Source: an optimization exercise on an open RTL-to-GDS flow (aim: small area). Production flows keep margins and buffers that such runs may drop. In this exercise RTL edits were held to simulation tests only and were not proved equivalent to the original. Power is estimated from default activity; no workload was simulated.

## flow/run.sh

```bash
#!/bin/bash
# synth_recipe.tcl (not shown) runs the flow's synth.tcl, then flattens the netlist and writes it again
# the make line also repeats each setting of config.mk as NAME=value (left out here)
make -C /OpenROAD-flow-scripts/flow DESIGN_CONFIG=/design/flow/config.mk WORK_HOME=/design/flow/orfs CLKGATE_MAP_FILE= SYNTH_SCRIPT=/design/flow/synth_recipe.tcl finish
```

## flow/design.v

```verilog
module game6 (
    input wire mode,
    input wire CLK,
    input wire rst,
    input wire [1:0] BTN_LR,
    input wire [9:0] i_x,
    input wire [8:0] i_y,
    input wire i_animate,
    output wire [3:0] VGA_R,
    output wire [3:0] VGA_G,
    output wire [3:0] VGA_B,
    output wire endgame,
    output wire [8:0] score,
    output wire win
    );
    reg [9:0] bx;        
    reg [8:0] by;        
    reg xd, yd;          
    reg par;             
    reg eg;              
    reg [8:0] ph;        
    reg [21:0] a;        
    reg [21:0] pend;     
    reg [21:0] cnt;      
    reg hx, hy;          
    reg lit;             
    reg [4:0] n;         
    wire run = i_animate & ~eg & mode;
    wire bottom = ((by[7] & by[6] & ~by[5] & by[3] & by[1]));
    wire restart = ~mode | bottom | eg;
    wire cx104 = ((~bx[9] & ~bx[8] & ~bx[7] & bx[6] & bx[3]) | (~bx[9] & ~bx[8] & ~bx[7] & bx[6] & bx[4]) | (~bx[8] & bx[7] & ~bx[6] & ~bx[4] & ~bx[3] & bx[1]) | (~bx[9] & ~bx[8] & ~bx[7] & bx[6] & bx[5]));
    wire sx104 = ((~bx[7] & ~bx[5] & ~bx[3] & bx[2] & bx[1] & ~bx[0]));
    wire cx140 = ((~bx[9] & ~bx[8] & bx[7] & ~bx[6] & ~bx[5]) | (~bx[9] & ~bx[8] & ~bx[7] & bx[6] & bx[5] & bx[4]) | (~bx[9] & ~bx[8] & bx[7] & ~bx[6] & ~bx[4] & ~bx[0]) | (~bx[9] & ~bx[8] & bx[7] & ~bx[6] & ~bx[4] & ~bx[3]) | (~bx[8] & bx[5] & ~bx[4] & bx[3] & bx[1] & ~bx[0]));
    wire sx140 = ((~bx[7] & bx[5] & bx[3] & ~bx[2] & ~bx[1] & bx[0]) | (bx[7] & ~bx[6] & bx[5] & bx[2] & bx[1] & bx[0]));
    wire cx176 = ((~bx[8] & bx[7] & ~bx[6] & bx[5]) | (~bx[9] & ~bx[8] & bx[7] & ~bx[6] & bx[4]) | (~bx[8] & bx[7] & bx[6] & ~bx[5] & ~bx[4]));
    wire sx176 = ((bx[7] & bx[4] & ~bx[3] & ~bx[2] & bx[1] & ~bx[0]));
    wire cx212 = ((~bx[8] & bx[7] & bx[6] & ~bx[4]) | (~bx[8] & bx[7] & bx[6] & ~bx[5]) | (~bx[8] & bx[7] & ~bx[6] & bx[5] & bx[4]) | (~bx[8] & bx[7] & bx[6] & ~bx[3] & ~bx[2]));
    wire sx212 = ((bx[7] & bx[5] & bx[4] & ~bx[3] & ~bx[1] & bx[0]));
    wire cx248 = ((~bx[8] & bx[7] & bx[6] & bx[5]) | (bx[8] & ~bx[7] & ~bx[6] & ~bx[5] & ~bx[0]) | (bx[8] & ~bx[7] & ~bx[6] & ~bx[5] & ~bx[2]) | (~bx[8] & bx[7] & bx[6] & bx[4] & ~bx[1]));
    wire sx248 = ((bx[7] & bx[4] & ~bx[3] & bx[2] & bx[1] & bx[0]));
    wire cx284 = ((bx[8] & ~bx[7] & ~bx[6]) | (~bx[9] & bx[5] & bx[4] & bx[3] & bx[1] & bx[0]));
    wire sx284 = ((bx[7] & bx[5] & bx[4] & ~bx[2] & bx[1] & ~bx[0]));
    wire cx320 = ((bx[8] & ~bx[7] & bx[6] & ~bx[5]) | (bx[8] & ~bx[7] & ~bx[6] & bx[5]));
    wire sx320 = ((bx[8] & bx[6] & ~bx[4] & ~bx[2] & bx[0]) | (bx[8] & ~bx[5] & bx[3] & bx[2] & ~bx[1] & bx[0]));
    wire cx356 = ((bx[8] & ~bx[7] & bx[6] & bx[2]) | (bx[8] & ~bx[7] & bx[6] & bx[3]) | (bx[8] & ~bx[7] & bx[6] & bx[1]) | (bx[8] & ~bx[4] & ~bx[3] & ~bx[2] & bx[0]));
    wire sx356 = ((bx[7] & ~bx[5] & ~bx[4] & bx[2] & bx[1] & ~bx[0]));
    wire cx392 = ((bx[8] & bx[7] & ~bx[6] & ~bx[5]) | (bx[8] & ~bx[7] & bx[6] & bx[5] & ~bx[0]) | (bx[8] & ~bx[7] & bx[6] & bx[5] & bx[2]) | (bx[8] & bx[7] & ~bx[6] & ~bx[3] & ~bx[1]));
    wire sx392 = ((bx[7] & bx[5] & ~bx[4] & bx[3] & ~bx[1]));
    wire cx428 = ((bx[8] & bx[7] & ~bx[6] & bx[4]) | (bx[8] & bx[7] & ~bx[6] & bx[5]) | (bx[8] & bx[7] & bx[6] & ~bx[5] & ~bx[4]));
    wire sx428 = ((bx[7] & ~bx[5] & ~bx[4] & bx[3] & ~bx[2] & bx[0]));
    wire cx464 = ((bx[8] & bx[7] & bx[6] & ~bx[4]) | (bx[8] & bx[7] & bx[6] & ~bx[5]) | (bx[8] & bx[7] & ~bx[6] & bx[5] & bx[4]));
    wire sx464 = ((bx[7] & ~bx[4] & bx[3] & bx[2] & bx[1] & ~bx[0]));
    wire cx500 = ((~bx[9] & bx[8] & bx[7] & bx[6] & bx[5]) | (bx[9] & ~bx[7] & ~bx[6] & ~bx[5] & ~bx[2]) | (~bx[9] & bx[8] & bx[7] & bx[6] & bx[4] & bx[1]) | (bx[9] & ~bx[7] & ~bx[6] & ~bx[5] & ~bx[4]));
    wire sx500 = ((bx[7] & bx[6] & ~bx[5] & ~bx[3] & ~bx[1]) | (bx[9] & ~bx[5] & ~bx[3] & bx[2] & bx[1]));
    wire cx536 = ((bx[9] & ~bx[7] & ~bx[6] & ~bx[3]) | (bx[9] & ~bx[7] & ~bx[6] & ~bx[1]) | (~bx[9] & bx[8] & bx[7] & bx[6] & bx[5] & bx[4] & bx[3]) | (bx[9] & ~bx[7] & ~bx[6] & ~bx[4]));
    wire sx536 = ((bx[9] & bx[4] & bx[3] & bx[1] & ~bx[0]));
    wire ry100 = ((~by[8] & ~by[7] & by[6] & by[4] & by[1]) | (~by[8] & ~by[7] & by[6] & by[5] & ~by[4]) | (~by[7] & by[6] & ~by[5] & by[4] & by[2] & by[0]));
    wire ey100 = ((~by[8] & ~by[7] & by[6] & by[4] & ~by[3] & by[0]));
    wire ry125 = ((~by[8] & by[7] & ~by[6] & ~by[5] & ~by[4]) | (~by[8] & ~by[7] & by[6] & by[5] & by[4]) | (~by[8] & ~by[4] & by[3] & by[2] & ~by[0]));
    wire ey125 = ((~by[8] & ~by[4] & by[3] & by[2] & ~by[0]));
    wire ry150 = ((~by[8] & by[7] & ~by[6] & ~by[3] & by[0]) | (~by[8] & by[7] & ~by[6] & ~by[4] & ~by[1]) | (~by[8] & by[7] & ~by[6] & ~by[5] & by[4]));
    wire ey150 = ((by[7] & ~by[6] & ~by[4] & ~by[3] & by[2] & by[0]));
    wire ry175 = ((~by[8] & by[7] & ~by[6] & by[5]));
    wire ey175 = ((by[5] & by[4] & by[3] & by[2] & by[1] & ~by[0]) | (by[5] & ~by[4] & ~by[3] & ~by[2] & ~by[1] & ~by[0]));
    wire ry200 = ((~by[8] & by[7] & by[6] & ~by[5] & by[0]) | (~by[8] & by[7] & by[6] & ~by[5] & ~by[2]) | (~by[8] & by[7] & ~by[6] & by[5] & by[4] & by[3]));
    wire ey200 = ((~by[8] & by[7] & by[5] & by[3] & ~by[1]) | (~by[5] & by[4] & ~by[3] & by[2] & by[1] & by[0]));
    wire ry225 = ((by[7] & by[6] & by[5] & ~by[4]) | (~by[8] & by[7] & by[6] & ~by[5] & by[4]) | (~by[8] & by[7] & by[6] & ~by[3] & ~by[0]));
    wire ey225 = ((by[7] & by[6] & by[4] & ~by[3] & ~by[2] & ~by[0]));
    wire ry250 = ((by[7] & by[6] & by[5] & by[4]) | (by[8] & ~by[7] & ~by[6] & ~by[5] & ~by[4] & ~by[1]) | (by[7] & by[6] & by[5] & by[3]));
    wire ey250 = ((~by[7] & ~by[5] & ~by[4] & by[3] & ~by[1]) | (by[7] & by[6] & ~by[4] & by[3] & by[1]));
    wire ry275 = ((by[8] & ~by[7] & ~by[6] & ~by[5]) | (by[8] & ~by[7] & ~by[6] & ~by[2] & ~by[0]));
    wire ey275 = ((by[8] & ~by[7] & ~by[6] & ~by[4] & ~by[3] & ~by[0]));
    wire ry300 = ((by[8] & ~by[7] & ~by[6] & by[5]) | (by[8] & ~by[7] & ~by[6] & by[2] & by[0]));
    wire ey300 = ((by[8] & ~by[7] & ~by[6] & by[4] & by[3] & by[0]));
    wire [21:0] zs, ze;
    assign zs[0] = sx104 & ry150;
    assign ze[0] = cx104 & ey150;
    assign zs[1] = sx320 & ry150;
    assign ze[1] = cx320 & ey150;
    assign zs[2] = sx536 & ry150;
    assign ze[2] = cx536 & ey150;
    assign zs[3] = sx320 & ry300;
    assign ze[3] = cx320 & ey300;
    assign zs[4] = sx140 & ry125;
    assign ze[4] = cx140 & ey125;
    assign zs[5] = sx140 & ry175;
    assign ze[5] = cx140 & ey175;
    assign zs[6] = sx176 & ry100;
    assign ze[6] = cx176 & ey100;
    assign zs[7] = sx176 & ry200;
    assign ze[7] = cx176 & ey200;
    assign zs[8] = sx248 & ry100;
    assign ze[8] = cx248 & ey100;
    assign zs[9] = sx248 & ry250;
    assign ze[9] = cx248 & ey250;
    assign zs[10] = sx284 & ry125;
    assign ze[10] = cx284 & ey125;
    assign zs[11] = sx284 & ry275;
    assign ze[11] = cx284 & ey275;
    assign zs[12] = sx356 & ry125;
    assign ze[12] = cx356 & ey125;
    assign zs[13] = sx356 & ry275;
    assign ze[13] = cx356 & ey275;
    assign zs[14] = sx392 & ry100;
    assign ze[14] = cx392 & ey100;
    assign zs[15] = sx392 & ry250;
    assign ze[15] = cx392 & ey250;
    assign zs[16] = sx464 & ry100;
    assign ze[16] = cx464 & ey100;
    assign zs[17] = sx464 & ry200;
    assign ze[17] = cx464 & ey200;
    assign zs[18] = sx500 & ry125;
    assign ze[18] = cx500 & ey125;
    assign zs[19] = sx500 & ry175;
    assign ze[19] = cx500 & ey175;
    assign zs[20] = sx212 & ry225;
    assign ze[20] = cx212 & ey225;
    assign zs[21] = sx428 & ry225;
    assign ze[21] = cx428 & ey225;
    wire [21:0] z = zs | ze;           
    wire [21:0] hm = z & ({22{~mode}} | (a & ~cnt));
    always @(posedge CLK)
    if (rst) begin
        a <= {22{1'b1}};
        pend <= 0;
        cnt <= 0;
        hx <= 1'b0;
        hy <= 1'b0;
    end else begin
        a <= (a | {22{~mode}}) & ~z;
        pend <= run ? {22{1'b0}} : pend | hm;
        cnt <= ~mode ? {22{1'b0}} : run ? cnt | pend : cnt;
        hx <= ~run & (hx | (|(hm & zs)));
        hy <= ~run & (hy | (|(hm & ze)));
    end
    wire btn_l = BTN_LR[1] & ~BTN_LR[0];
    wire btn_r = BTN_LR[0] & ~BTN_LR[1];
    wire [8:0] dbp_s;
    wire [9:0] dbp_c;
    assign dbp_c[0] = 1'b1;
    assign dbp_s[0] = bx[1] ^ ~ph[0] ^ dbp_c[0];
    assign dbp_c[1] = (bx[1] & ~ph[0]) | (dbp_c[0] & (bx[1] ^ ~ph[0]));
    assign dbp_s[1] = bx[2] ^ ~ph[1] ^ dbp_c[1];
    assign dbp_c[2] = (bx[2] & ~ph[1]) | (dbp_c[1] & (bx[2] ^ ~ph[1]));
    assign dbp_s[2] = bx[3] ^ ~ph[2] ^ dbp_c[2];
    assign dbp_c[3] = (bx[3] & ~ph[2]) | (dbp_c[2] & (bx[3] ^ ~ph[2]));
    assign dbp_s[3] = bx[4] ^ ~ph[3] ^ dbp_c[3];
    assign dbp_c[4] = (bx[4] & ~ph[3]) | (dbp_c[3] & (bx[4] ^ ~ph[3]));
    assign dbp_s[4] = bx[5] ^ ~ph[4] ^ dbp_c[4];
    assign dbp_c[5] = (bx[5] & ~ph[4]) | (dbp_c[4] & (bx[5] ^ ~ph[4]));
    assign dbp_s[5] = bx[6] ^ ~ph[5] ^ dbp_c[5];
    assign dbp_c[6] = (bx[6] & ~ph[5]) | (dbp_c[5] & (bx[6] ^ ~ph[5]));
    assign dbp_s[6] = bx[7] ^ ~ph[6] ^ dbp_c[6];
    assign dbp_c[7] = (bx[7] & ~ph[6]) | (dbp_c[6] & (bx[7] ^ ~ph[6]));
    assign dbp_s[7] = bx[8] ^ ~ph[7] ^ dbp_c[7];
    assign dbp_c[8] = (bx[8] & ~ph[7]) | (dbp_c[7] & (bx[8] ^ ~ph[7]));
    assign dbp_s[8] = bx[9] ^ ~ph[8] ^ dbp_c[8];
    assign dbp_c[9] = (bx[9] & ~ph[8]) | (dbp_c[8] & (bx[9] ^ ~ph[8]));
    wire [9:0] dbp = {dbp_s, bx[0]};
    wire pad_x = ((bx[0]) | (bx[3]) | (bx[2]) | (bx[1]) | (bx[7]) | (bx[4]) | (bx[6])) & ((~bx[9]) | (~bx[8])) & ((dbp_c[9] & ~(dbp[9] | (dbp[8] | (dbp[7] | (dbp[6] & (dbp[5] | (dbp[4] | (dbp[3] | (dbp[2] | dbp[1]))))))))) | (~dbp_c[9] & (dbp[9] & (dbp[8] & (dbp[7] & (dbp[6] | (dbp[5] & (dbp[4] & (dbp[3] & (dbp[2] & (dbp[1] & dbp[0])))))))))));
    wire pad_hit = bottom | (((by[8] & by[7] & by[6] & by[4]) | (by[8] & by[7] & by[6] & ~by[1])) & pad_x);
    wire lwall = ((~bx[8] & ~bx[7] & ~bx[6] & ~bx[5] & ~bx[4] & ~bx[3] & ~bx[1]));
    wire rwall = ((bx[9] & bx[7]) | (bx[9] & bx[4] & bx[3] & ~bx[2] & bx[0]));
    wire top = ((~by[8] & ~by[6] & ~by[5] & ~by[4] & ~by[3] & ~by[1]));
    wire [9:0] mx_s;
    wire [10:0] mx_c;
    assign mx_c[0] = 1'b0;
    assign mx_s[0] = bx[0] ^ 1'b1 ^ mx_c[0];
    assign mx_c[1] = (bx[0] & 1'b1) | (mx_c[0] & (bx[0] ^ 1'b1));
    assign mx_s[1] = bx[1] ^ ~xd ^ mx_c[1];
    assign mx_c[2] = (bx[1] & ~xd) | (mx_c[1] & (bx[1] ^ ~xd));
    assign mx_s[2] = bx[2] ^ xd ^ mx_c[2];
    assign mx_c[3] = (bx[2] & xd) | (mx_c[2] & (bx[2] ^ xd));
    assign mx_s[3] = bx[3] ^ ~xd ^ mx_c[3];
    assign mx_c[4] = (bx[3] & ~xd) | (mx_c[3] & (bx[3] ^ ~xd));
    assign mx_s[4] = bx[4] ^ ~xd ^ mx_c[4];
    assign mx_c[5] = (bx[4] & ~xd) | (mx_c[4] & (bx[4] ^ ~xd));
    assign mx_s[5] = bx[5] ^ ~xd ^ mx_c[5];
    assign mx_c[6] = (bx[5] & ~xd) | (mx_c[5] & (bx[5] ^ ~xd));
    assign mx_s[6] = bx[6] ^ ~xd ^ mx_c[6];
    assign mx_c[7] = (bx[6] & ~xd) | (mx_c[6] & (bx[6] ^ ~xd));
    assign mx_s[7] = bx[7] ^ ~xd ^ mx_c[7];
    assign mx_c[8] = (bx[7] & ~xd) | (mx_c[7] & (bx[7] ^ ~xd));
    assign mx_s[8] = bx[8] ^ ~xd ^ mx_c[8];
    assign mx_c[9] = (bx[8] & ~xd) | (mx_c[8] & (bx[8] ^ ~xd));
    assign mx_s[9] = bx[9] ^ ~xd ^ mx_c[9];
    assign mx_c[10] = (bx[9] & ~xd) | (mx_c[9] & (bx[9] ^ ~xd));
    wire [8:0] my_s;
    wire [9:0] my_c;
    assign my_c[0] = 1'b0;
    assign my_s[0] = by[0] ^ 1'b1 ^ my_c[0];
    assign my_c[1] = (by[0] & 1'b1) | (my_c[0] & (by[0] ^ 1'b1));
    assign my_s[1] = by[1] ^ ~yd ^ my_c[1];
    assign my_c[2] = (by[1] & ~yd) | (my_c[1] & (by[1] ^ ~yd));
    assign my_s[2] = by[2] ^ yd ^ my_c[2];
    assign my_c[3] = (by[2] & yd) | (my_c[2] & (by[2] ^ yd));
    assign my_s[3] = by[3] ^ ~yd ^ my_c[3];
    assign my_c[4] = (by[3] & ~yd) | (my_c[3] & (by[3] ^ ~yd));
    assign my_s[4] = by[4] ^ ~yd ^ my_c[4];
    assign my_c[5] = (by[4] & ~yd) | (my_c[4] & (by[4] ^ ~yd));
    assign my_s[5] = by[5] ^ ~yd ^ my_c[5];
    assign my_c[6] = (by[5] & ~yd) | (my_c[5] & (by[5] ^ ~yd));
    assign my_s[6] = by[6] ^ ~yd ^ my_c[6];
    assign my_c[7] = (by[6] & ~yd) | (my_c[6] & (by[6] ^ ~yd));
    assign my_s[7] = by[7] ^ ~yd ^ my_c[7];
    assign my_c[8] = (by[7] & ~yd) | (my_c[7] & (by[7] ^ ~yd));
    assign my_s[8] = by[8] ^ ~yd ^ my_c[8];
    assign my_c[9] = (by[8] & ~yd) | (my_c[8] & (by[8] ^ ~yd));
    wire inc1 = hx ^ hy, inc2 = hx & hy;
    wire [4:0] na_s;
    wire [5:0] na_c;
    assign na_c[0] = 1'b0;
    assign na_s[0] = n[0] ^ inc1 ^ na_c[0];
    assign na_c[1] = (n[0] & inc1) | (na_c[0] & (n[0] ^ inc1));
    assign na_s[1] = n[1] ^ inc2 ^ na_c[1];
    assign na_c[2] = (n[1] & inc2) | (na_c[1] & (n[1] ^ inc2));
    assign na_s[2] = n[2] ^ 1'b0 ^ na_c[2];
    assign na_c[3] = (n[2] & 1'b0) | (na_c[2] & (n[2] ^ 1'b0));
    assign na_s[3] = n[3] ^ 1'b0 ^ na_c[3];
    assign na_c[4] = (n[3] & 1'b0) | (na_c[3] & (n[3] ^ 1'b0));
    assign na_s[4] = n[4] ^ 1'b0 ^ na_c[4];
    assign na_c[5] = (n[4] & 1'b0) | (na_c[4] & (n[4] ^ 1'b0));
    always @(posedge CLK)
    if (rst | ~mode) n <= 5'd0;
    else if (run) n <= na_s;
    always @(posedge CLK)
    if (rst) begin
        par <= 1'b0;
        bx <= 10'd320;
        by <= 9'd430;
        xd <= 1'b0;
        yd <= 1'b0;
        eg <= 1'b0;
    end else begin
        par <= ~par;
        eg <= mode & (eg | bottom);
        if (run) begin
            bx <= mx_s;
            by <= my_s;
            if (pad_hit & (btn_l | btn_r)) xd <= btn_r;
            else if (rwall) xd <= 1'b0;
            else if (lwall) xd <= 1'b1;
            else if (bottom) xd <= ~par;
            else xd <= xd ^ hx;
            if (pad_hit) yd <= 1'b0;
            else if (top) yd <= 1'b1;
            else if (bottom) yd <= 1'b0;
            else yd <= yd ^ hy;
        end else if (restart) begin
            bx <= 10'd320;
            by <= 9'd430;
            xd <= ~par;
            yd <= 1'b0;
        end
    end
    wire pm_l = run & btn_l & ((ph[5]) | (ph[0]) | (~ph[2]) | (~ph[4]) | (ph[7]));
    wire pm_r = run & btn_r & ((~ph[8]) | (~ph[5]) | (~ph[0]));
    wire pm = pm_l | pm_r;
    wire [8:0] pa_s;
    wire [9:0] pa_c;
    assign pa_c[0] = 1'b0;
    assign pa_s[0] = ph[0] ^ pm ^ pa_c[0];
    assign pa_c[1] = (ph[0] & pm) | (pa_c[0] & (ph[0] ^ pm));
    assign pa_s[1] = ph[1] ^ pm_l ^ pa_c[1];
    assign pa_c[2] = (ph[1] & pm_l) | (pa_c[1] & (ph[1] ^ pm_l));
    assign pa_s[2] = ph[2] ^ pm_r ^ pa_c[2];
    assign pa_c[3] = (ph[2] & pm_r) | (pa_c[2] & (ph[2] ^ pm_r));
    assign pa_s[3] = ph[3] ^ pm_l ^ pa_c[3];
    assign pa_c[4] = (ph[3] & pm_l) | (pa_c[3] & (ph[3] ^ pm_l));
    assign pa_s[4] = ph[4] ^ pm_l ^ pa_c[4];
    assign pa_c[5] = (ph[4] & pm_l) | (pa_c[4] & (ph[4] ^ pm_l));
    assign pa_s[5] = ph[5] ^ pm_l ^ pa_c[5];
    assign pa_c[6] = (ph[5] & pm_l) | (pa_c[5] & (ph[5] ^ pm_l));
    assign pa_s[6] = ph[6] ^ pm_l ^ pa_c[6];
    assign pa_c[7] = (ph[6] & pm_l) | (pa_c[6] & (ph[6] ^ pm_l));
    assign pa_s[7] = ph[7] ^ pm_l ^ pa_c[7];
    assign pa_c[8] = (ph[7] & pm_l) | (pa_c[7] & (ph[7] ^ pm_l));
    assign pa_s[8] = ph[8] ^ pm_l ^ pa_c[8];
    assign pa_c[9] = (ph[8] & pm_l) | (pa_c[8] & (ph[8] ^ pm_l));
    always @(posedge CLK)
    if (rst | eg | ~mode) ph <= 9'd160;
    else ph <= pa_s;
    wire dx104 = ((i_x[9] | (i_x[8] | (i_x[7] | (i_x[6] & (i_x[5] | (i_x[4] | (i_x[3] & (i_x[2] | (i_x[1] & i_x[0]))))))))) & ~(i_x[9] | (i_x[8] | (i_x[7] & (i_x[6] | (i_x[5] | (i_x[4] | (i_x[3] | (i_x[2] & i_x[1])))))))));
    wire dx140 = ((i_x[9] | (i_x[8] | (i_x[7] | (i_x[6] & (i_x[5] & (i_x[4] | (i_x[3] & (i_x[2] & (i_x[1] & i_x[0]))))))))) & ~(i_x[9] | (i_x[8] | (i_x[7] & (i_x[6] | (i_x[5] & (i_x[4] | (i_x[3] & (i_x[2] | i_x[1])))))))));
    wire dx176 = ((i_x[9] | (i_x[8] | (i_x[7] & (i_x[6] | (i_x[5] | (i_x[4] & (i_x[3] | (i_x[2] | (i_x[1] & i_x[0]))))))))) & ~(i_x[9] | (i_x[8] | (i_x[7] & (i_x[6] & (i_x[5] | (i_x[4] | (i_x[3] & (i_x[2] & i_x[1])))))))));
    wire dx212 = ((i_x[9] | (i_x[8] | (i_x[7] & (i_x[6] | (i_x[5] & (i_x[4] & (i_x[3] | (i_x[2] & (i_x[1] & i_x[0]))))))))) & ~(i_x[9] | (i_x[8] | (i_x[7] & (i_x[6] & (i_x[5] & (i_x[4] & (i_x[3] | (i_x[2] | i_x[1])))))))));
    wire dx248 = ((i_x[9] | (i_x[8] | (i_x[7] & (i_x[6] & (i_x[5] | (i_x[4] & (i_x[3] & (i_x[2] | (i_x[1] & i_x[0]))))))))) & ~(i_x[9] | (i_x[8] & (i_x[7] | (i_x[6] | (i_x[5] | (i_x[4] & (i_x[3] | (i_x[2] & i_x[1])))))))));
    wire dx284 = ((i_x[9] | (i_x[8] | (i_x[7] & (i_x[6] & (i_x[5] & (i_x[4] & (i_x[3] & (i_x[2] & (i_x[1] & i_x[0]))))))))) & ~(i_x[9] | (i_x[8] & (i_x[7] | (i_x[6] | (i_x[5] & (i_x[4] & (i_x[3] & (i_x[2] | i_x[1])))))))));
    wire dx320 = ((i_x[9] | (i_x[8] & (i_x[7] | (i_x[6] | (i_x[5] & (i_x[4] | (i_x[3] | (i_x[2] | (i_x[1] & i_x[0]))))))))) & ~(i_x[9] | (i_x[8] & (i_x[7] | (i_x[6] & (i_x[5] | (i_x[4] & (i_x[3] & (i_x[2] & i_x[1])))))))));
    wire dx356 = ((i_x[9] | (i_x[8] & (i_x[7] | (i_x[6] & (i_x[5] | (i_x[4] | (i_x[3] | (i_x[2] & (i_x[1] & i_x[0]))))))))) & ~(i_x[9] | (i_x[8] & (i_x[7] & (i_x[6] | (i_x[5] | (i_x[4] | (i_x[3] | (i_x[2] | i_x[1])))))))));
    wire dx392 = ((i_x[9] | (i_x[8] & (i_x[7] | (i_x[6] & (i_x[5] & (i_x[4] | (i_x[3] & (i_x[2] | (i_x[1] & i_x[0]))))))))) & ~(i_x[9] | (i_x[8] & (i_x[7] & (i_x[6] | (i_x[5] & (i_x[4] | (i_x[3] | (i_x[2] & i_x[1])))))))));
    wire dx428 = ((i_x[9] | (i_x[8] & (i_x[7] & (i_x[6] | (i_x[5] | (i_x[4] | (i_x[3] & (i_x[2] & (i_x[1] & i_x[0]))))))))) & ~(i_x[9] | (i_x[8] & (i_x[7] & (i_x[6] & (i_x[5] | (i_x[4] | (i_x[3] & (i_x[2] | i_x[1])))))))));
    wire dx464 = ((i_x[9] | (i_x[8] & (i_x[7] & (i_x[6] | (i_x[5] & (i_x[4] & (i_x[3] | (i_x[2] | (i_x[1] & i_x[0]))))))))) & ~(i_x[9] | (i_x[8] & (i_x[7] & (i_x[6] & (i_x[5] & (i_x[4] | (i_x[3] & (i_x[2] & i_x[1])))))))));
    wire dx500 = ((i_x[9] | (i_x[8] & (i_x[7] & (i_x[6] & (i_x[5] | (i_x[4] & (i_x[3] | (i_x[2] & (i_x[1] & i_x[0]))))))))) & ~(i_x[9] & (i_x[8] | (i_x[7] | (i_x[6] | (i_x[5] | (i_x[4] & (i_x[3] | (i_x[2] | i_x[1])))))))));
    wire dx536 = ((i_x[9] | (i_x[8] & (i_x[7] & (i_x[6] & (i_x[5] & (i_x[4] & (i_x[3] & (i_x[2] | (i_x[1] & i_x[0]))))))))) & ~(i_x[9] & (i_x[8] | (i_x[7] | (i_x[6] | (i_x[5] & (i_x[4] & (i_x[3] | (i_x[2] & i_x[1])))))))));
    wire dy100 = ((i_y[8] | (i_y[7] | (i_y[6] & (i_y[5] | (i_y[4] & (i_y[3] & (i_y[2] | (i_y[1] & i_y[0])))))))) & ~(i_y[8] | (i_y[7] | (i_y[6] & (i_y[5] & (i_y[4] | (i_y[3] & (i_y[2] & i_y[1]))))))));
    wire dy125 = ((i_y[8] | (i_y[7] | (i_y[6] & (i_y[5] & (i_y[4] & (i_y[3] | i_y[2])))))) & ~(i_y[8] | (i_y[7] & (i_y[6] | (i_y[5] | (i_y[4] | (i_y[3] | (i_y[2] & (i_y[1] & i_y[0])))))))));
    wire dy150 = ((i_y[8] | (i_y[7] & (i_y[6] | (i_y[5] | (i_y[4] | (i_y[3] & (i_y[2] & (i_y[1] | i_y[0])))))))) & ~(i_y[8] | (i_y[7] & (i_y[6] | i_y[5]))));
    wire dy175 = ((i_y[8] | (i_y[7] & (i_y[6] | (i_y[5] & (i_y[4] | (i_y[3] | (i_y[2] & i_y[1]))))))) & ~(i_y[8] | (i_y[7] & (i_y[6] | (i_y[5] & (i_y[4] & (i_y[3] & (i_y[2] | (i_y[1] | i_y[0])))))))));
    wire dy200 = ((i_y[8] | (i_y[7] & (i_y[6] | (i_y[5] & (i_y[4] & (i_y[3] & (i_y[2] & (i_y[1] & i_y[0])))))))) & ~(i_y[8] | (i_y[7] & (i_y[6] & (i_y[5] | (i_y[4] & (i_y[3] | (i_y[2] | i_y[1]))))))));
    wire dy225 = ((i_y[8] | (i_y[7] & (i_y[6] & (i_y[5] | (i_y[4] & i_y[3]))))) & ~(i_y[8] | (i_y[7] & (i_y[6] & (i_y[5] & (i_y[4] | (i_y[3] & (i_y[2] | (i_y[1] & i_y[0])))))))));
    wire dy250 = ((i_y[8] | (i_y[7] & (i_y[6] & (i_y[5] & (i_y[4] & (i_y[3] | (i_y[2] | (i_y[1] | i_y[0])))))))) & ~(i_y[8] & (i_y[7] | (i_y[6] | (i_y[5] | (i_y[4] | (i_y[3] | i_y[2])))))));
    wire dy275 = ((i_y[8] & (i_y[7] | (i_y[6] | (i_y[5] | (i_y[4] | (i_y[3] & (i_y[2] | i_y[1]))))))) & ~(i_y[8] & (i_y[7] | (i_y[6] | (i_y[5] | (i_y[4] & (i_y[3] & (i_y[2] & (i_y[1] | i_y[0])))))))));
    wire dy300 = ((i_y[8] & (i_y[7] | (i_y[6] | (i_y[5] & (i_y[4] | (i_y[3] | (i_y[2] | (i_y[1] & i_y[0])))))))) & ~(i_y[8] & (i_y[7] | (i_y[6] | (i_y[5] & (i_y[4] & (i_y[3] | (i_y[2] & i_y[1]))))))));
    wire [21:0] blk_pix = a & {dx428 & dy225, dx212 & dy225, dx500 & dy175, dx500 & dy125, dx464 & dy200, dx464 & dy100, dx392 & dy250, dx392 & dy100, dx356 & dy275, dx356 & dy125, dx284 & dy275, dx284 & dy125, dx248 & dy250, dx248 & dy100, dx176 & dy200, dx176 & dy100, dx140 & dy175, dx140 & dy125, dx320 & dy300, dx536 & dy150, dx320 & dy150, dx104 & dy150};
    wire [9:0] bpx_s;
    wire [10:0] bpx_c;
    assign bpx_c[0] = 1'b1;
    assign bpx_s[0] = i_x[0] ^ ~bx[0] ^ bpx_c[0];
    assign bpx_c[1] = (i_x[0] & ~bx[0]) | (bpx_c[0] & (i_x[0] ^ ~bx[0]));
    assign bpx_s[1] = i_x[1] ^ ~bx[1] ^ bpx_c[1];
    assign bpx_c[2] = (i_x[1] & ~bx[1]) | (bpx_c[1] & (i_x[1] ^ ~bx[1]));
    assign bpx_s[2] = i_x[2] ^ ~bx[2] ^ bpx_c[2];
    assign bpx_c[3] = (i_x[2] & ~bx[2]) | (bpx_c[2] & (i_x[2] ^ ~bx[2]));
    assign bpx_s[3] = i_x[3] ^ ~bx[3] ^ bpx_c[3];
    assign bpx_c[4] = (i_x[3] & ~bx[3]) | (bpx_c[3] & (i_x[3] ^ ~bx[3]));
    assign bpx_s[4] = i_x[4] ^ ~bx[4] ^ bpx_c[4];
    assign bpx_c[5] = (i_x[4] & ~bx[4]) | (bpx_c[4] & (i_x[4] ^ ~bx[4]));
    assign bpx_s[5] = i_x[5] ^ ~bx[5] ^ bpx_c[5];
    assign bpx_c[6] = (i_x[5] & ~bx[5]) | (bpx_c[5] & (i_x[5] ^ ~bx[5]));
    assign bpx_s[6] = i_x[6] ^ ~bx[6] ^ bpx_c[6];
    assign bpx_c[7] = (i_x[6] & ~bx[6]) | (bpx_c[6] & (i_x[6] ^ ~bx[6]));
    assign bpx_s[7] = i_x[7] ^ ~bx[7] ^ bpx_c[7];
    assign bpx_c[8] = (i_x[7] & ~bx[7]) | (bpx_c[7] & (i_x[7] ^ ~bx[7]));
    assign bpx_s[8] = i_x[8] ^ ~bx[8] ^ bpx_c[8];
    assign bpx_c[9] = (i_x[8] & ~bx[8]) | (bpx_c[8] & (i_x[8] ^ ~bx[8]));
    assign bpx_s[9] = i_x[9] ^ ~bx[9] ^ bpx_c[9];
    assign bpx_c[10] = (i_x[9] & ~bx[9]) | (bpx_c[9] & (i_x[9] ^ ~bx[9]));
    wire [8:0] bpy_s;
    wire [9:0] bpy_c;
    assign bpy_c[0] = 1'b1;
    assign bpy_s[0] = i_y[0] ^ ~by[0] ^ bpy_c[0];
    assign bpy_c[1] = (i_y[0] & ~by[0]) | (bpy_c[0] & (i_y[0] ^ ~by[0]));
    assign bpy_s[1] = i_y[1] ^ ~by[1] ^ bpy_c[1];
    assign bpy_c[2] = (i_y[1] & ~by[1]) | (bpy_c[1] & (i_y[1] ^ ~by[1]));
    assign bpy_s[2] = i_y[2] ^ ~by[2] ^ bpy_c[2];
    assign bpy_c[3] = (i_y[2] & ~by[2]) | (bpy_c[2] & (i_y[2] ^ ~by[2]));
    assign bpy_s[3] = i_y[3] ^ ~by[3] ^ bpy_c[3];
    assign bpy_c[4] = (i_y[3] & ~by[3]) | (bpy_c[3] & (i_y[3] ^ ~by[3]));
    assign bpy_s[4] = i_y[4] ^ ~by[4] ^ bpy_c[4];
    assign bpy_c[5] = (i_y[4] & ~by[4]) | (bpy_c[4] & (i_y[4] ^ ~by[4]));
    assign bpy_s[5] = i_y[5] ^ ~by[5] ^ bpy_c[5];
    assign bpy_c[6] = (i_y[5] & ~by[5]) | (bpy_c[5] & (i_y[5] ^ ~by[5]));
    assign bpy_s[6] = i_y[6] ^ ~by[6] ^ bpy_c[6];
    assign bpy_c[7] = (i_y[6] & ~by[6]) | (bpy_c[6] & (i_y[6] ^ ~by[6]));
    assign bpy_s[7] = i_y[7] ^ ~by[7] ^ bpy_c[7];
    assign bpy_c[8] = (i_y[7] & ~by[7]) | (bpy_c[7] & (i_y[7] ^ ~by[7]));
    assign bpy_s[8] = i_y[8] ^ ~by[8] ^ bpy_c[8];
    assign bpy_c[9] = (i_y[8] & ~by[8]) | (bpy_c[8] & (i_y[8] ^ ~by[8]));
    wire [8:0] ppx_s;
    wire [9:0] ppx_c;
    assign ppx_c[0] = 1'b1;
    assign ppx_s[0] = i_x[1] ^ ~ph[0] ^ ppx_c[0];
    assign ppx_c[1] = (i_x[1] & ~ph[0]) | (ppx_c[0] & (i_x[1] ^ ~ph[0]));
    assign ppx_s[1] = i_x[2] ^ ~ph[1] ^ ppx_c[1];
    assign ppx_c[2] = (i_x[2] & ~ph[1]) | (ppx_c[1] & (i_x[2] ^ ~ph[1]));
    assign ppx_s[2] = i_x[3] ^ ~ph[2] ^ ppx_c[2];
    assign ppx_c[3] = (i_x[3] & ~ph[2]) | (ppx_c[2] & (i_x[3] ^ ~ph[2]));
    assign ppx_s[3] = i_x[4] ^ ~ph[3] ^ ppx_c[3];
    assign ppx_c[4] = (i_x[4] & ~ph[3]) | (ppx_c[3] & (i_x[4] ^ ~ph[3]));
    assign ppx_s[4] = i_x[5] ^ ~ph[4] ^ ppx_c[4];
    assign ppx_c[5] = (i_x[5] & ~ph[4]) | (ppx_c[4] & (i_x[5] ^ ~ph[4]));
    assign ppx_s[5] = i_x[6] ^ ~ph[5] ^ ppx_c[5];
    assign ppx_c[6] = (i_x[6] & ~ph[5]) | (ppx_c[5] & (i_x[6] ^ ~ph[5]));
    assign ppx_s[6] = i_x[7] ^ ~ph[6] ^ ppx_c[6];
    assign ppx_c[7] = (i_x[7] & ~ph[6]) | (ppx_c[6] & (i_x[7] ^ ~ph[6]));
    assign ppx_s[7] = i_x[8] ^ ~ph[7] ^ ppx_c[7];
    assign ppx_c[8] = (i_x[8] & ~ph[7]) | (ppx_c[7] & (i_x[8] ^ ~ph[7]));
    assign ppx_s[8] = i_x[9] ^ ~ph[8] ^ ppx_c[8];
    assign ppx_c[9] = (i_x[9] & ~ph[8]) | (ppx_c[8] & (i_x[9] ^ ~ph[8]));
    wire [9:0] dpx = {ppx_s, i_x[0]};
    wire ball_x = (bpx_c[10] & ~(bpx_s[9] | (bpx_s[8] | (bpx_s[7] | (bpx_s[6] | (bpx_s[5] | (bpx_s[4] | (bpx_s[3] | (bpx_s[2] & (bpx_s[1] | bpx_s[0])))))))))) | (~bpx_c[10] & (bpx_s[9] & (bpx_s[8] & (bpx_s[7] & (bpx_s[6] & (bpx_s[5] & (bpx_s[4] & (bpx_s[3] & bpx_s[2]))))))));
    wire ball_y = (bpy_c[9] & ~(bpy_s[8] | (bpy_s[7] | (bpy_s[6] | (bpy_s[5] | (bpy_s[4] | (bpy_s[3] | (bpy_s[2] & (bpy_s[1] | bpy_s[0]))))))))) | (~bpy_c[9] & (bpy_s[8] & (bpy_s[7] & (bpy_s[6] & (bpy_s[5] & (bpy_s[4] & (bpy_s[3] & bpy_s[2])))))));
    wire ball_pix = ((bx[0]) | (bx[3]) | (bx[2]) | (bx[1]) | (bx[7]) | (bx[4]) | (bx[6])) & ((by[0]) | (by[1]) | (by[2]) | (by[3]) | (by[4]) | (by[6]) | (by[7])) & ball_x & ball_y;
    wire pad_pix = ((ppx_c[9] & ~(dpx[9] | (dpx[8] | (dpx[7] | (dpx[6] | (dpx[5] & (dpx[4] & (dpx[3] & dpx[2])))))))) | (~ppx_c[9] & (dpx[9] & (dpx[8] & (dpx[7] & (dpx[6] & (dpx[5] | (dpx[4] | (dpx[3] | (dpx[2] & (dpx[1] | dpx[0]))))))))))) & ((i_y[8] & (i_y[7] & (i_y[6] & (i_y[5] | (i_y[4] & (i_y[3] | (i_y[2] | i_y[1]))))))) & ~(i_y[8] & (i_y[7] & (i_y[6] & (i_y[5] | (i_y[4] & (i_y[3] & (i_y[2] | (i_y[1] & i_y[0])))))))));
    always @(posedge CLK)
    if (rst) lit <= 1'b0;
    else lit <= ball_pix | pad_pix | (|blk_pix);
    assign VGA_R = {4{lit}};
    assign VGA_G = {4{lit}};
    assign VGA_B = {4{lit}};
    assign endgame = eg;
    wire [4:0] s5_s;
    wire [5:0] s5_c;
    assign s5_c[0] = 1'b0;
    assign s5_s[0] = n[2] ^ n[0] ^ s5_c[0];
    assign s5_c[1] = (n[2] & n[0]) | (s5_c[0] & (n[2] ^ n[0]));
    assign s5_s[1] = n[3] ^ n[1] ^ s5_c[1];
    assign s5_c[2] = (n[3] & n[1]) | (s5_c[1] & (n[3] ^ n[1]));
    assign s5_s[2] = n[4] ^ n[2] ^ s5_c[2];
    assign s5_c[3] = (n[4] & n[2]) | (s5_c[2] & (n[4] ^ n[2]));
    assign s5_s[3] = 1'b0 ^ n[3] ^ s5_c[3];
    assign s5_c[4] = (1'b0 & n[3]) | (s5_c[3] & (1'b0 ^ n[3]));
    assign s5_s[4] = 1'b0 ^ n[4] ^ s5_c[4];
    assign s5_c[5] = (1'b0 & n[4]) | (s5_c[4] & (1'b0 ^ n[4]));
    wire [6:0] s = {s5_s, n[1:0]};
    assign score = {2'b00, s & {7{mode}}};
    assign win = ((n[4] & n[2] & n[1]));
endmodule
```

## flow/config.mk

```make
export PLATFORM = sky130hd
export DESIGN_NAME = game6
export DESIGN_NICKNAME = game6
export VERILOG_FILES = /design/flow/design.v
export SDC_FILE = /design/flow/constraint.sdc
export NUM_CORES = 4
export LEC_CHECK = 0
export CAP_MARGIN = 20
export CORE_MARGIN = 2
export CORE_UTILIZATION = 40
export SLEW_MARGIN = 20
```

## flow/constraint.sdc

```tcl
create_clock -name core_clock -period 16.0 [get_ports {CLK}]
set_input_delay 3.2000 -clock core_clock [delete_from_list [all_inputs] [get_ports {CLK}]]
set_output_delay 3.2000 -clock core_clock [all_outputs]
set_load 0.01 [all_outputs]
```

==> run notes <==
Outcome
The flow ran to the end and the layout has no timing, DRC or antenna violations.

Setup path
The startpoint-to-endpoint class of the critical path is primary input to primary output. The worst setup path is captured at a primary output. The maximum fanout along the worst path is 31. The setup slack of the worst register-to-register path is ~10 ns. STA classifies the critical path startpoint as a primary input.

The length in cells of the worst reg-to-reg path is 16. For the worst setup path, the data arrival time is 5.00 ns. The required time reported for the critical path endpoint is about 13 ns.

Clock tree
The clock root buffer is sky130_fd_sc_hd__clkbuf_16. The clock-pin transition on the worst setup and hold timing paths is 0.07 ns. The number of levels in the clock H-tree is 3. TritonCTS built the clock tree. The number of buffers added to fix hold violations after cts is 0. The clock latency reported for the late side of the worst-skew pair is 0.37 ns.

The number of buffers created by CTS is 9. The clock passes through at most 2 buffers. The total setup buffers inserted after CTS is 0. CTS saw between 100 and 150 sinks. The number of gates resized after CTS was 0.

GRT
Across every metal layer, demand over resource in global routing totals 0.246. The via count of the first global-routing pass is between 7000 and 8000. The first global-routing pass estimated slightly above 40000 um of wire. The number of antenna violations at the first check in global routing was 0.

Entering global routing, the biggest net connects 52 pins. The residual overflow from global routing is 0.

Run
The tool flagged a number of max-cap violations equal to 0.

Synth
Sorting the synthesized cells by area gives the leading types as sky130_fd_sc_hd__dfxtp_1 26%, sky130_fd_sc_hd__fa_1 14%, sky130_fd_sc_hd__nor2_1 5.0%, sky130_fd_sc_hd__a21oi_1 4.7%, sky130_fd_sc_hd__inv_1 4.2%. The proportion of synthesized flip-flops having asynchronous set or reset is 0. Yosys instantiated no cell more often than sky130_fd_sc_hd__nor2_1. The synthesized design contains 0 enable-type register cells. Of all cell types, the one taking the most synthesized area is sky130_fd_sc_hd__dfxtp_1. Counting instances in the post-synthesis netlist gives the leading cell types as 110 x sky130_fd_sc_hd__nor2_1, 106 x sky130_fd_sc_hd__dfxtp_1, 93 x sky130_fd_sc_hd__inv_1, 77 x sky130_fd_sc_hd__a21oi_1, 70 x sky130_fd_sc_hd__nand2_1.

The area share of the leading cell type in the synthesized netlist is 0.258. The share of the Yosys chip area taken by registers is 0.258. Synthesis inferred 106 register bits.

The count of distinct cell types in the synthesized netlist is a little under 90. For this run, the number of Yosys warnings is 1. The mean area per synthesized cell is just over 8 um2. The cell area after synthesis is about 8200 um2. The cell count after synthesis is 1021. The most frequently used flop master after synthesis is sky130_fd_sc_hd__dfxtp_1.

Timing
The remaining max-slew budget at the tightest pin is 0.250. The count of final hold-check violations is 0. The final clock period utilization by the worst path is 0.513. Clock skew on the completed layout was measured at between 0.01 and 0.015 ns.

The number of max-slew violations in the final report is 0. Based on the critical path, the design can be clocked at up to roughly 120 MHz. Setup repair after global routing left no endpoint under its margin. At the pin with the least slew margin, the transition time is about 1.1 ns.

The post-route setup TNS is 0 ns. The time the final worst path needs with I/O delays and setup is roughly 8 ns. Setup violations remaining at the end of the flow were counted as 0.

Route
After detailed routing, the total wire length is between 20000 and 30000 um. The first TritonRoute pass finished after 5 iterations. In this run the remaining antenna-violating nets after routing total 0. Detailed routing inserted a total of 7634 vias. The DRC violations left is 0. The via count normalized by instance count is roughly 5.9. After the first detailed-routing iteration, the DRC count stood at around 800.

In the final routed layout, each cell accounts on average for ~20 um.

Pwr
For this design the static power due to leakage is roughly 3.4 nW. Across the VDD grid, the largest voltage drop is ~0.041 mV. In this run the power density over the cells is approximately 69 nW/um2.

Cells and area
The total area of multi-input combinational cells is 5380 um2. The count of cells in the finished layout, fillers not included, comes to around 1300. In the final layout, flip-flops and latches occupy 2120 um2.

The fraction of layout cells with a size suffix above 1 is 0.0559. The area added between synthesis and finish is 9.95%. The number of nets in the layout is 1112.

The total of fill cells in the finished design is between 2000 and 2500. The number of antenna cells inserted is 0.

Floorplan
After floorplanning, the core was sized to cover 20200 um2. The area of the die is approximately 22000 um2. The floorplan die height is 147 um. The initial utilization of the core area, before any placement, comes to 0.407. The horizontal extent of the die is about 150 um. The number of top-level pins is 48.

The number of placement rows is 52.

Placement
The last weighted congestion value of the routability-driven placer is ~0.93. The final HPWL from detailed placement is around 20000 um. The number of placed instances, taps included is 1274. The count of port buffers added during placement is 45.

Worst hold path
Along the worst hold path, the cell count comes to 1. In this run the worst hold path is classified as flip-flop to flip-flop.
==> layout make-up <==
cell class                 instances  share of cell area
timing repair buffer              61              0.0625
multi-input combinational        744               0.595
clock buffer                      10              0.0253
inverter                          93              0.0386
clock inverter                     6             0.00636
sequential                       106               0.235
tap                              270              0.0373
==> state kept, by name, indices dropped and copies added, names as in the netlist <==
| signal | flops |
|---|---|
| a | 22 |
| bx | 10 |
| by | 9 |
| cnt | 22 |
| eg | 1 |
| hx | 1 |
| hy | 1 |
| lit | 1 |
| n | 5 |
| par | 1 |
| pend | 22 |
| ph | 9 |
| xd | 1 |
| yd | 1 |
==> cell usage in the layout (no fill, tap or decap), types with 14 or more instances in the layout <==
master and instances:
sky130_fd_sc_hd__a21oi_1 77, sky130_fd_sc_hd__buf_4 16, sky130_fd_sc_hd__clkdlybuf4s50_1 44, sky130_fd_sc_hd__dfxtp_1 106
sky130_fd_sc_hd__fa_1 58, sky130_fd_sc_hd__ha_1 14, sky130_fd_sc_hd__inv_1 93, sky130_fd_sc_hd__nand2_1 70
sky130_fd_sc_hd__nand2b_1 21, sky130_fd_sc_hd__nand3_1 35, sky130_fd_sc_hd__nand4_1 16, sky130_fd_sc_hd__nor2_1 110
sky130_fd_sc_hd__nor3_1 23, sky130_fd_sc_hd__nor4_1 15, sky130_fd_sc_hd__o21ai_0 43
==> path summary, 6_finish.rpt <==
check,startpoint,to
min,par$_SDFF_PP0_,par$_SDFF_PP0_
max,mode,score[1]
max reg2reg,bx[0]$_SDFFE_PP0P_,lit$_SDFF_PP0_
min reg2reg,par$_SDFF_PP0_,par$_SDFF_PP0_
==> metal layers <==
| layer | vias up | part of all wire | global-route usage |
|---|---|---|---|
| met3 | 59 | 0.084 | 0.0451 |
| li1 | 3588 | - | - |
| met1 | 3657 | 0.45 | 0.352 |
| met2 | 330 | 0.43 | 0.366 |
| met5 | - | 0 | 0 |
| met4 | 0 | 0.035 | 0.107 |
==> worst max-delay path, cell delays in order <==
cell and delay [ns]:
sky130_fd_sc_hd__clkdlybuf4s50_1 0.45, sky130_fd_sc_hd__buf_4 0.32, sky130_fd_sc_hd__inv_1 0.10, sky130_fd_sc_hd__buf_4 0.24
sky130_fd_sc_hd__nor2_1 0.13, sky130_fd_sc_hd__clkdlybuf4s50_1 0.55
==> per-stage QoR <==
step	cell area, um2	hold slack, ns	total power [mW]	util	setup slack [ns]
floorplan	8230	0.399	0.360	-	8.40
global placement	8760	0.415	0.397	0.433	7.82
detailed placement	8760	0.425	0.398	0.433	7.65
CTS	9040	0.442	0.621	0.447	7.82
global route	9040	0.482	0.648	0.447	7.67
finish	9040	0.436	0.621	0.447	7.80
==> report_power, final <==
group / leakage, nW / switching, mW / total, mW / internal, mW
Sequential: 0.857 / 0.00863 / 0.275 / 0.267
Combinational: 2.36 / 0.0731 / 0.118 / 0.0451
Clock: 0.135 / 0.118 / 0.228 / 0.110
Total: 3.35 / 0.200 / 0.621 / 0.422
==> cell families after synthesis <==
group           count (synthesis)  share of synthesized area
compound gates                269                      0.225
xor+xnor                        9                    0.00958
fa+ha+maj                      72                      0.162
buf+inv                       172                     0.0881
flops                         106                      0.258
mux                             2                    0.00259
other cells                     1                   0.000456
simple gates                  390                      0.254

## separate check: timing with driven ports
In the flow no input, the clock included, has a driving cell. The finished layout below was timed again as built, in two steps. Step 1 (the two cells are an assumption about what drives the block):
set clk [get_ports {CLK}]
set_driving_cell -lib_cell sky130_fd_sc_hd__clkbuf_16 $clk
set_driving_cell -lib_cell sky130_fd_sc_hd__buf_2 [delete_from_list [all_inputs] $clk]
Step 2 times the ports against the registers' clock, not the clock port: input delays grow and output delays shrink by t, the midpoint of the rising clock arrivals with the driver on. Three values: ideal ports, drivers, drivers and shift; two values: the first two.
t (ns): 0.412
setup WS [ns]: 7.800 / 7.778 / 7.636
pins driven straight from the clock port: 1
After both steps this run still meets setup and hold. For this run, drivers alone change the setup slack by -0.022 ns; drivers and shift together by -0.164 ns.
